Source: an optimization exercise on an open RTL-to-GDS flow (aim: small area, a short achievable clock period and few clock cycles per item). Production flows keep margins and buffers that such runs may drop. Where RTL was checked, it was by simulation tests only, not by an equivalence proof against the original. No activity file was given, so power comes from the tool's default toggle rates.

==> flow/design.v <==
module sampledec(received,clk,start,ctrl,corrected,decodedOp,nerr,done);
  input [14:0] received; input clk; input start; input ctrl;
  output [7:0] corrected; output [1:0] nerr; output [14:0] decodedOp; output done;
  reg done_q, ctrl_q;
  always @(posedge clk) begin ctrl_q <= ctrl; if (start) done_q <= 1'b1; end
  assign done = done_q;
  wire t_1; bx2 u_t_1(.a(received[5]),.b(received[11]),.y(t_1));
  wire t_2; bx2 u_t_2(.a(received[9]),.b(received[12]),.y(t_2));
  wire t_3; bx2 u_t_3(.a(t_1),.b(t_2),.y(t_3));
  wire t_4; bx2 u_t_4(.a(received[0]),.b(received[6]),.y(t_4));
  wire t_5; bx2 u_t_5(.a(received[4]),.b(received[7]),.y(t_5));
  wire t_6; bx2 u_t_6(.a(t_4),.b(t_5),.y(t_6));
  wire x3; bx2 u_x3(.a(t_3),.b(t_6),.y(x3));
  wire t_7; bx2 u_t_7(.a(received[0]),.b(received[8]),.y(t_7));
  wire t_8; bx2 u_t_8(.a(received[9]),.b(received[10]),.y(t_8));
  wire t_9; bx2 u_t_9(.a(t_7),.b(t_8),.y(t_9));
  wire t_10; bx2 u_t_10(.a(received[3]),.b(received[7]),.y(t_10));
  wire t_11; bx2 u_t_11(.a(received[12]),.b(received[14]),.y(t_11));
  wire t_12; bx2 u_t_12(.a(t_10),.b(t_11),.y(t_12));
  wire x6; bx2 u_x6(.a(t_9),.b(t_12),.y(x6));
  wire t_13; bx2 u_t_13(.a(received[1]),.b(received[13]),.y(t_13));
  wire t_14; bx2 u_t_14(.a(received[4]),.b(received[11]),.y(t_14));
  wire t_15; bx2 u_t_15(.a(t_13),.b(t_14),.y(t_15));
  wire x7; bx2 u_x7(.a(t_9),.b(t_15),.y(x7));
  wire t_16; bx2 u_t_16(.a(t_7),.b(t_10),.y(t_16));
  wire t_17; bx2 u_t_17(.a(received[1]),.b(received[2]),.y(t_17));
  wire t_18; bx2 u_t_18(.a(t_17),.b(t_1),.y(t_18));
  wire x14; bx2 u_x14(.a(t_16),.b(t_18),.y(x14));
  wire t_19; bx2 u_t_19(.a(received[2]),.b(received[10]),.y(t_19));
  wire t_20; bx2 u_t_20(.a(t_4),.b(t_19),.y(t_20));
  wire lm0; bx2 u_lm0(.a(t_12),.b(t_20),.y(lm0));
  wire t_21; bx2 u_t_21(.a(t_7),.b(t_11),.y(t_21));
  wire lm1 = t_21;
  wire lm6; bx2 u_lm6(.a(t_20),.b(t_15),.y(lm6));
  wire t_22; bx2 u_t_22(.a(received[0]),.b(received[2]),.y(t_22));
  wire t_23; bx2 u_t_23(.a(t_22),.b(t_11),.y(t_23));
  wire t_24; bx2 u_t_24(.a(t_13),.b(t_5),.y(t_24));
  wire lm7; bx2 u_lm7(.a(t_23),.b(t_24),.y(lm7));
  wire t_25; bx2 u_t_25(.a(received[0]),.b(received[9]),.y(t_25));
  wire t_26; bx2 u_t_26(.a(t_25),.b(t_14),.y(t_26));
  wire lm8; bx2 u_lm8(.a(t_12),.b(t_26),.y(lm8));
  wire lm10 = t_6;
  wire xd3; bx2 u_xd3(.a(t_3),.b(t_6),.y(xd3));
  wire xd6; bx2 u_xd6(.a(t_9),.b(t_12),.y(xd6));
  wire xd7; bx2 u_xd7(.a(t_9),.b(t_15),.y(xd7));
  wire xd14; bx2 u_xd14(.a(t_16),.b(t_18),.y(xd14));
  wire x2; bx2 u_x2(.a(xd3),.b(xd6),.y(x2));
  wire x4; bx2 u_x4(.a(xd3),.b(xd7),.y(x4));
  wire x0; bx2 u_x0(.a(xd3),.b(xd14),.y(x0));
  wire x10; bx2 u_x10(.a(xd6),.b(xd7),.y(x10));
  wire x8; bx2 u_x8(.a(xd6),.b(xd14),.y(x8));
  wire x1; bx2 u_x1(.a(xd7),.b(xd14),.y(x1));
  wire s1z = ~(x3 | x6 | x7 | x14);
  wire s3z = ~(lm0 | lm1 | lm7 | lm8);
  wire zz = s1z & s3z;
  wire cn0 = ~(x0 | x10);
  wire cn1 = ~(x1 | x6);
  wire cn2 = ~(x2 | x7);
  wire cn3 = ~(x3 | x8);
  wire cn4 = ~(x4 | x14);
  wire t_27; bxn2 u_t_27(.a(lm0),.b(cn0),.y(t_27));
  wire t_28; bx2 u_t_28(.a(lm1),.b(cn1),.y(t_28));
  wire sz2 = (x3 | zz);
  wire x11; bx2 u_x11(.a(xd6),.b(x1),.y(x11));
  wire x13; bx2 u_x13(.a(xd3),.b(x8),.y(x13));
  wire sz5 = (x6 | zz);
  wire t_29; bxn2 u_t_29(.a(lm6),.b(cn0),.y(t_29));
  wire t_30; bxn2 u_t_30(.a(lm7),.b(cn4),.y(t_30));
  wire t_31; bxn2 u_t_31(.a(lm8),.b(cn2),.y(t_31));
  wire sz9 = (x10 | zz);
  wire t_32; bx2 u_t_32(.a(lm10),.b(cn3),.y(t_32));
  reg [14:0] r; reg [10:0] sq;
  always @(posedge clk) if (start) begin r <= received; sq <= {t_32, sz9, t_31, t_30, t_29, sz5, x13, x11, sz2, t_28, t_27}; end
  wire fn0; bxn2 u_fn0(.a(sq[4]),.b(sq[6]),.y(fn0));
  wire fn2; bxn2 u_fn2(.a(sq[8]),.b(sq[9]),.y(fn2));
  wire fn3; bx2 u_fn3(.a(sq[4]),.b(sq[10]),.y(fn3));
  wire fn4; bxn2 u_fn4(.a(sq[7]),.b(sq[9]),.y(fn4));
  wire fn5; bxn2 u_fn5(.a(sq[0]),.b(sq[4]),.y(fn5));
  wire fn6; bx2 u_fn6(.a(sq[1]),.b(sq[3]),.y(fn6));
  wire fn7; bxn2 u_fn7(.a(sq[2]),.b(sq[8]),.y(fn7));
  wire fn9; bxn2 u_fn9(.a(sq[3]),.b(sq[7]),.y(fn9));
  wire fn10; bxn2 u_fn10(.a(sq[0]),.b(sq[5]),.y(fn10));
  wire fn11; bx2 u_fn11(.a(sq[1]),.b(sq[5]),.y(fn11));
  wire fn12; bxn2 u_fn12(.a(sq[5]),.b(sq[8]),.y(fn12));
  wire fn13; bx2 u_fn13(.a(sq[2]),.b(sq[10]),.y(fn13));
  wire fn14; bxn2 u_fn14(.a(sq[4]),.b(sq[7]),.y(fn14));
  wire nfl0; bnand4 u_nfl0(.a(sq[10]),.b(fn4),.c(fn2),.d(sq[1]),.y(nfl0));
  wire nfl1; bnand4 u_nfl1(.a(fn9),.b(fn5),.c(fn3),.d(fn2),.y(nfl1));
  wire nfl2; bnand4 u_nfl2(.a(fn10),.b(fn6),.c(fn4),.d(fn3),.y(nfl2));
  wire nfl3; bnand4 u_nfl3(.a(fn11),.b(fn7),.c(fn5),.d(fn4),.y(nfl3));
  wire nfl4; bnand4 u_nfl4(.a(fn12),.b(sq[10]),.c(fn6),.d(fn5),.y(nfl4));
  wire nfl5; bnand4 u_nfl5(.a(fn13),.b(fn9),.c(fn7),.d(fn6),.y(nfl5));
  wire nfl6; bnand4 u_nfl6(.a(fn14),.b(fn10),.c(sq[10]),.d(fn7),.y(nfl6));
  wire nfl7; bnand4 u_nfl7(.a(fn0),.b(fn11),.c(fn9),.d(sq[10]),.y(nfl7));
  wire nfl8; bnand4 u_nfl8(.a(sq[1]),.b(fn12),.c(fn10),.d(fn9),.y(nfl8));
  wire nfl9; bnand4 u_nfl9(.a(fn2),.b(fn13),.c(fn11),.d(fn10),.y(nfl9));
  wire nfl10; bnand4 u_nfl10(.a(fn3),.b(fn14),.c(fn12),.d(fn11),.y(nfl10));
  wire nfl11; bnand4 u_nfl11(.a(fn4),.b(fn0),.c(fn13),.d(fn12),.y(nfl11));
  wire nfl12; bnand4 u_nfl12(.a(fn5),.b(sq[1]),.c(fn14),.d(fn13),.y(nfl12));
  wire nfl13; bnand4 u_nfl13(.a(fn6),.b(fn2),.c(fn0),.d(fn14),.y(nfl13));
  wire nfl14; bnand4 u_nfl14(.a(fn7),.b(fn3),.c(sq[1]),.d(fn0),.y(nfl14));
  wire d0; bxn2 u_d0(.a(r[0]),.b(nfl0),.y(d0));
  wire d1; bxn2 u_d1(.a(r[1]),.b(nfl1),.y(d1));
  wire d2; bxn2 u_d2(.a(r[2]),.b(nfl2),.y(d2));
  wire d3; bxn2 u_d3(.a(r[3]),.b(nfl3),.y(d3));
  wire d4; bxn2 u_d4(.a(r[4]),.b(nfl4),.y(d4));
  wire d5; bxn2 u_d5(.a(r[5]),.b(nfl5),.y(d5));
  wire d6; bxn2 u_d6(.a(r[6]),.b(nfl6),.y(d6));
  wire d7; bxn2 u_d7(.a(r[7]),.b(nfl7),.y(d7));
  wire d8; bxn2 u_d8(.a(r[8]),.b(nfl8),.y(d8));
  wire d9; bxn2 u_d9(.a(r[9]),.b(nfl9),.y(d9));
  wire d10; bxn2 u_d10(.a(r[10]),.b(nfl10),.y(d10));
  wire d11; bxn2 u_d11(.a(r[11]),.b(nfl11),.y(d11));
  wire d12; bxn2 u_d12(.a(r[12]),.b(nfl12),.y(d12));
  wire d13; bxn2 u_d13(.a(r[13]),.b(nfl13),.y(d13));
  wire d14; bxn2 u_d14(.a(r[14]),.b(nfl14),.y(d14));
  assign decodedOp = {d14, d13, d12, d11, d10, d9, d8, d7, d6, d5, d4, d3, d2, d1, d0};
  wire ty0; bx2 u_ty0(.a(sq[5]),.b(sq[6]),.y(ty0));
  wire t_33; bx2 u_t_33(.a(sq[1]),.b(sq[3]),.y(t_33));
  wire ty1; bxn2 u_ty1(.a(t_33),.b(sq[5]),.y(ty1));
  wire t_34; bx2 u_t_34(.a(sq[3]),.b(sq[4]),.y(t_34));
  wire ty2; bx2 u_ty2(.a(t_34),.b(sq[8]),.y(ty2));
  wire t_35; bx2 u_t_35(.a(sq[2]),.b(sq[4]),.y(t_35));
  wire ty3; bxn2 u_ty3(.a(t_35),.b(sq[10]),.y(ty3));
  wire n0; bnor4 u_n0(.a(ty0),.b(ty1),.c(ty2),.d(ty3),.y(n0));
  wire n1; bn1 u_n1(.nf({nfl14, nfl13, nfl12, nfl11, nfl10, nfl9, nfl8, nfl7, nfl6, nfl5, nfl4, nfl3, nfl2, nfl1, nfl0}),.n0(n0),.y(n1));
  assign nerr = {n1, n0};
  wire co0; bmux u_co0(.s(ctrl_q),.a(d0),.b(d7),.y(co0));
  wire co1; bmux u_co1(.s(ctrl_q),.a(d1),.b(d8),.y(co1));
  wire co2; bmux u_co2(.s(ctrl_q),.a(d2),.b(d9),.y(co2));
  wire co3; bmux u_co3(.s(ctrl_q),.a(d3),.b(d10),.y(co3));
  wire co4; bmux u_co4(.s(ctrl_q),.a(d4),.b(d11),.y(co4));
  wire co5; bmux u_co5(.s(ctrl_q),.a(d5),.b(d12),.y(co5));
  wire co6; bmux u_co6(.s(ctrl_q),.a(d6),.b(d13),.y(co6));
  assign corrected = {decodedOp[14] & ctrl_q, co6, co5, co4, co3, co2, co1, co0};
endmodule
module bx2(input a, input b, output y); assign y = a ^ b; endmodule
module bnor4(input a, input b, input c, input d, output y); assign y = ~(a|b|c|d); endmodule
module bmux(input s, input a, input b, output y); assign y = s ? b : a; endmodule
module bn1(input [14:0] nf, input n0, output y); assign y = ~(&nf) & ~n0; endmodule
module bxn2(input a, input b, output y); assign y = ~(a ^ b); endmodule
module bnand4(input a, input b, input c, input d, output y); assign y = ~(a&b&c&d); endmodule
clock: 7.0 ns
lec_check: 0
cap_margin: 20
core_margin: 2
core_utilization: 40
slew_margin: 20
synth_hierarchical: 1
standard.sh (not shown) runs the stock make flow with config.mk's settings and CLKGATE_MAP_FILE= SYNTH_SCRIPT=/design/flow/synth_recipe.tcl, a recipe that flattens the netlist after the stock synthesis.
==> flow/flow/run.sh <==
#!/bin/bash
# The standard layout (standard.sh) with: every port buffered by one fixed cell type,
# power recovery (downsizing of non-critical cells) after global routing, and optional
# extra ORFS settings. The flow's full output goes to standard.log in this folder.
export BUFFER_PORTS_ARGS="-buffer_cell sky130_fd_sc_hd__buf_1"
export RECOVER_POWER=100

bash standard.sh > standard.log 2>&1
Change:
--- a/flow/design.v
+++ b/flow/design.v
@@ -37,35 +37,31 @@
   wire t_24; bx2 u_t_24(.a(t_13),.b(t_5),.y(t_24));
   wire lm7; bx2 u_lm7(.a(t_23),.b(t_24),.y(lm7));
   wire t_25; bx2 u_t_25(.a(received[0]),.b(received[9]),.y(t_25));
   wire t_26; bx2 u_t_26(.a(t_25),.b(t_14),.y(t_26));
   wire lm8; bx2 u_lm8(.a(t_12),.b(t_26),.y(lm8));
   wire lm10 = t_6;
-  wire xd3; bx2 u_xd3(.a(t_3),.b(t_6),.y(xd3));
-  wire xd6; bx2 u_xd6(.a(t_9),.b(t_12),.y(xd6));
-  wire xd7; bx2 u_xd7(.a(t_9),.b(t_15),.y(xd7));
-  wire xd14; bx2 u_xd14(.a(t_16),.b(t_18),.y(xd14));
-  wire x2; bx2 u_x2(.a(xd3),.b(xd6),.y(x2));
-  wire x4; bx2 u_x4(.a(xd3),.b(xd7),.y(x4));
-  wire x0; bx2 u_x0(.a(xd3),.b(xd14),.y(x0));
-  wire x10; bx2 u_x10(.a(xd6),.b(xd7),.y(x10));
-  wire x8; bx2 u_x8(.a(xd6),.b(xd14),.y(x8));
-  wire x1; bx2 u_x1(.a(xd7),.b(xd14),.y(x1));
+  wire x2; bx2 u_x2(.a(x3),.b(x6),.y(x2));
+  wire x4; bx2 u_x4(.a(x3),.b(x7),.y(x4));
+  wire x0; bx2 u_x0(.a(x3),.b(x14),.y(x0));
+  wire x10; bx2 u_x10(.a(x6),.b(x7),.y(x10));
+  wire x8; bx2 u_x8(.a(x6),.b(x14),.y(x8));
+  wire x1; bx2 u_x1(.a(x7),.b(x14),.y(x1));
   wire s1z = ~(x3 | x6 | x7 | x14);
   wire s3z = ~(lm0 | lm1 | lm7 | lm8);
   wire zz = s1z & s3z;
   wire cn0 = ~(x0 | x10);
   wire cn1 = ~(x1 | x6);
   wire cn2 = ~(x2 | x7);
   wire cn3 = ~(x3 | x8);
   wire cn4 = ~(x4 | x14);
   wire t_27; bxn2 u_t_27(.a(lm0),.b(cn0),.y(t_27));
   wire t_28; bx2 u_t_28(.a(lm1),.b(cn1),.y(t_28));
   wire sz2 = (x3 | zz);
-  wire x11; bx2 u_x11(.a(xd6),.b(x1),.y(x11));
-  wire x13; bx2 u_x13(.a(xd3),.b(x8),.y(x13));
+  wire x11; bx2 u_x11(.a(x6),.b(x1),.y(x11));
+  wire x13; bx2 u_x13(.a(x3),.b(x8),.y(x13));
   wire sz5 = (x6 | zz);
   wire t_29; bxn2 u_t_29(.a(lm6),.b(cn0),.y(t_29));
   wire t_30; bxn2 u_t_30(.a(lm7),.b(cn4),.y(t_30));
   wire t_31; bxn2 u_t_31(.a(lm8),.b(cn2),.y(t_31));
   wire sz9 = (x10 | zz);
   wire t_32; bx2 u_t_32(.a(lm10),.b(cn3),.y(t_32));
Effect:
- total power decreases by 1.4%
- wire length decreases by 6.6%
- via count decreases by 3.9%
- hold slack gets better by 0.0076 ns
- final cell count decreases by 1.5%
Testbench counts after the change, summed over its fixed seeds: cycles 4,000, items 4,000.
The RTL of the first run of this note was laid out without a check of its function.

---

Setup of build 95:
sampledec, a different RTL version from the one above (not shown whole).
Size in the first run: roughly 25 flip-flops.
Settings: LEC_CHECK=0, CAP_MARGIN=20, CORE_MARGIN=2, CORE_UTILIZATION=40, SLEW_MARGIN=20, SYNTH_HIERARCHICAL=1; clock period 7.0 ns.
==> flow/flow/run.sh <==
#!/bin/bash
# The standard layout (standard.sh) with: every port buffered by one fixed cell type,
# power recovery (downsizing of non-critical cells) after global routing, and optional
# extra ORFS settings. Each tool's output goes to standard.log in this folder.
export BUFFER_PORTS_ARGS="-buffer_cell sky130_fd_sc_hd__buf_2"
export RECOVER_POWER=100

bash standard.sh > standard.log 2>&1
Build 95 ran to completion and came out clean on the timing, DRC and antenna checks.
What build 56 does differently from build 95 at the input level:
--- a/flow/design.v
+++ b/flow/design.v
@@ -54,46 +54,31 @@
   wire w4; bx2 u_w4(.a(t_30),.b(t_31),.y(w4));
   wire [4:0] cc; bcube u_cube(.x({x3,x2,x1,x0}), .u({u4,u3,u2,u1,u0}), .c(cc));
   wire y0; bx2 u_y0(.a(w0),.b(cc[0]),.y(y0));
   wire y1; bx2 u_y1(.a(w1),.b(cc[1]),.y(y1));
   wire y2; bx2 u_y2(.a(w2),.b(cc[2]),.y(y2));
   wire y3; bx2 u_y3(.a(w3),.b(cc[3]),.y(y3));
   wire y4; bx2 u_y4(.a(w4),.b(cc[4]),.y(y4));
   reg [14:0] r; reg [3:0] xq; reg [4:0] yq;
-  wire dm0; bmux u_dm0(.s(start),.a(r[0]),.b(received[0]),.y(dm0));
-  always @(posedge clk) r[0] <= dm0;
-  wire dm1; bmux u_dm1(.s(start),.a(r[1]),.b(received[1]),.y(dm1));
-  always @(posedge clk) r[1] <= dm1;
-  wire dm2; bmux u_dm2(.s(start),.a(r[2]),.b(received[2]),.y(dm2));
-  always @(posedge clk) r[2] <= dm2;
-  wire dm3; bmux u_dm3(.s(start),.a(r[3]),.b(received[3]),.y(dm3));
-  always @(posedge clk) r[3] <= dm3;
-  wire dm4; bmux u_dm4(.s(start),.a(r[4]),.b(received[4]),.y(dm4));
-  always @(posedge clk) r[4] <= dm4;
-  wire dm5; bmux u_dm5(.s(start),.a(r[5]),.b(received[5]),.y(dm5));
-  always @(posedge clk) r[5] <= dm5;
-  wire dm6; bmux u_dm6(.s(start),.a(r[6]),.b(received[6]),.y(dm6));
-  always @(posedge clk) r[6] <= dm6;
-  wire dm7; bmux u_dm7(.s(start),.a(r[7]),.b(received[7]),.y(dm7));
-  always @(posedge clk) r[7] <= dm7;
-  wire dm8; bmux u_dm8(.s(start),.a(r[8]),.b(received[8]),.y(dm8));
-  always @(posedge clk) r[8] <= dm8;
-  wire dm9; bmux u_dm9(.s(start),.a(r[9]),.b(received[9]),.y(dm9));
-  always @(posedge clk) r[9] <= dm9;
-  wire dm10; bmux u_dm10(.s(start),.a(r[10]),.b(received[10]),.y(dm10));
-  always @(posedge clk) r[10] <= dm10;
-  wire dm11; bmux u_dm11(.s(start),.a(r[11]),.b(received[11]),.y(dm11));
-  always @(posedge clk) r[11] <= dm11;
-  wire dm12; bmux u_dm12(.s(start),.a(r[12]),.b(received[12]),.y(dm12));
-  always @(posedge clk) r[12] <= dm12;
-  wire dm13; bmux u_dm13(.s(start),.a(r[13]),.b(received[13]),.y(dm13));
-  always @(posedge clk) r[13] <= dm13;
-  wire dm14; bmux u_dm14(.s(start),.a(r[14]),.b(received[14]),.y(dm14));
-  always @(posedge clk) r[14] <= dm14;
+  always @(posedge clk) if (start) r[0] <= received[0];
+  always @(posedge clk) if (start) r[1] <= received[1];
+  always @(posedge clk) if (start) r[2] <= received[2];
+  always @(posedge clk) if (start) r[3] <= received[3];
+  always @(posedge clk) if (start) r[4] <= received[4];
+  always @(posedge clk) if (start) r[5] <= received[5];
+  always @(posedge clk) if (start) r[6] <= received[6];
+  always @(posedge clk) if (start) r[7] <= received[7];
+  always @(posedge clk) if (start) r[8] <= received[8];
+  always @(posedge clk) if (start) r[9] <= received[9];
+  always @(posedge clk) if (start) r[10] <= received[10];
+  always @(posedge clk) if (start) r[11] <= received[11];
+  always @(posedge clk) if (start) r[12] <= received[12];
+  always @(posedge clk) if (start) r[13] <= received[13];
+  always @(posedge clk) if (start) r[14] <= received[14];
   wire dm15; bmux u_dm15(.s(start),.a(xq[0]),.b(x0),.y(dm15));
   always @(posedge clk) xq[0] <= dm15;
   wire dm16; bmux u_dm16(.s(start),.a(xq[1]),.b(x1),.y(dm16));
   always @(posedge clk) xq[1] <= dm16;
   wire dm17; bmux u_dm17(.s(start),.a(xq[2]),.b(x2),.y(dm17));
   always @(posedge clk) xq[2] <= dm17;
   wire dm18; bmux u_dm18(.s(start),.a(xq[3]),.b(x3),.y(dm18));
   always @(posedge clk) xq[3] <= dm18;
--- outcome ---
Build 95: done, clean on timing, DRC and antenna. Build 56 finished all stages; the layout is clean. Compared with build 95, build 56 shows a higher setup slack. Compared build 56 vs build 95, and final period utilization is down in build 56. Wire length of the first global-routing pass (build 56 vs. build 95) increases by a few percent. Looking only at combinational cell fraction of total power, and setting everything else aside, the lower value of build 95 and build 56 goes to build 56. Looking at worst slack on hold paths, build 56 sits 0.073 ns higher than build 95 does. Going from build 95 to build 56, met1 track demand over resource in global routing grows by 0.26 points. Total nets after synthesis on build 56 is down relative to build 95. Lower post-route non-filler standard cell count was reported by build 56, not build 95. Build 56 vs build 95 — global-route track usage on met3 rose 1.3 points. Relative to build 95, pin slew with the least headroom to its limit decreased by 0.11 ns in build 56. Build 56: fmax is 8.2 MHz higher than what build 95 reported.
Function was not checked in any run of this note: the RTL went through the layout flow alone.

==> static timing again, ports no longer ideal <==
No port has a modelled driver above. Below, the same layouts with a new extraction and two added sets of constraints.
Step 1 assumes that a clkbuf_16 drives the clock port and a buf_2 every other input.
Step 2 also shifts input and output timing later by t, the mid clock arrival at the registers, as if the neighbouring blocks saw the same clock.
Slacks: no drivers / after step 1 / after step 2; pairs: no drivers / after step 1.
run	t, ns	setup WS [ns]	worst setup path at the end	pins driven straight from the clock port
the first run of note 1	0.287	3.515 / 3.491 / 3.248	input to register	1
the second run of note 1	0.278	3.530 / 3.508 / 3.312	input to register	1
build 95	0.284	2.884 / 2.863 / 3.111	input to register	1
build 56	0.282	3.018 / 2.993 / 3.088	input to register	1
After both steps every run listed still meets setup and hold. For the first run of note 1, which loses most, drivers alone change the setup slack by -0.024 ns; drivers and shift together by -0.267 ns.
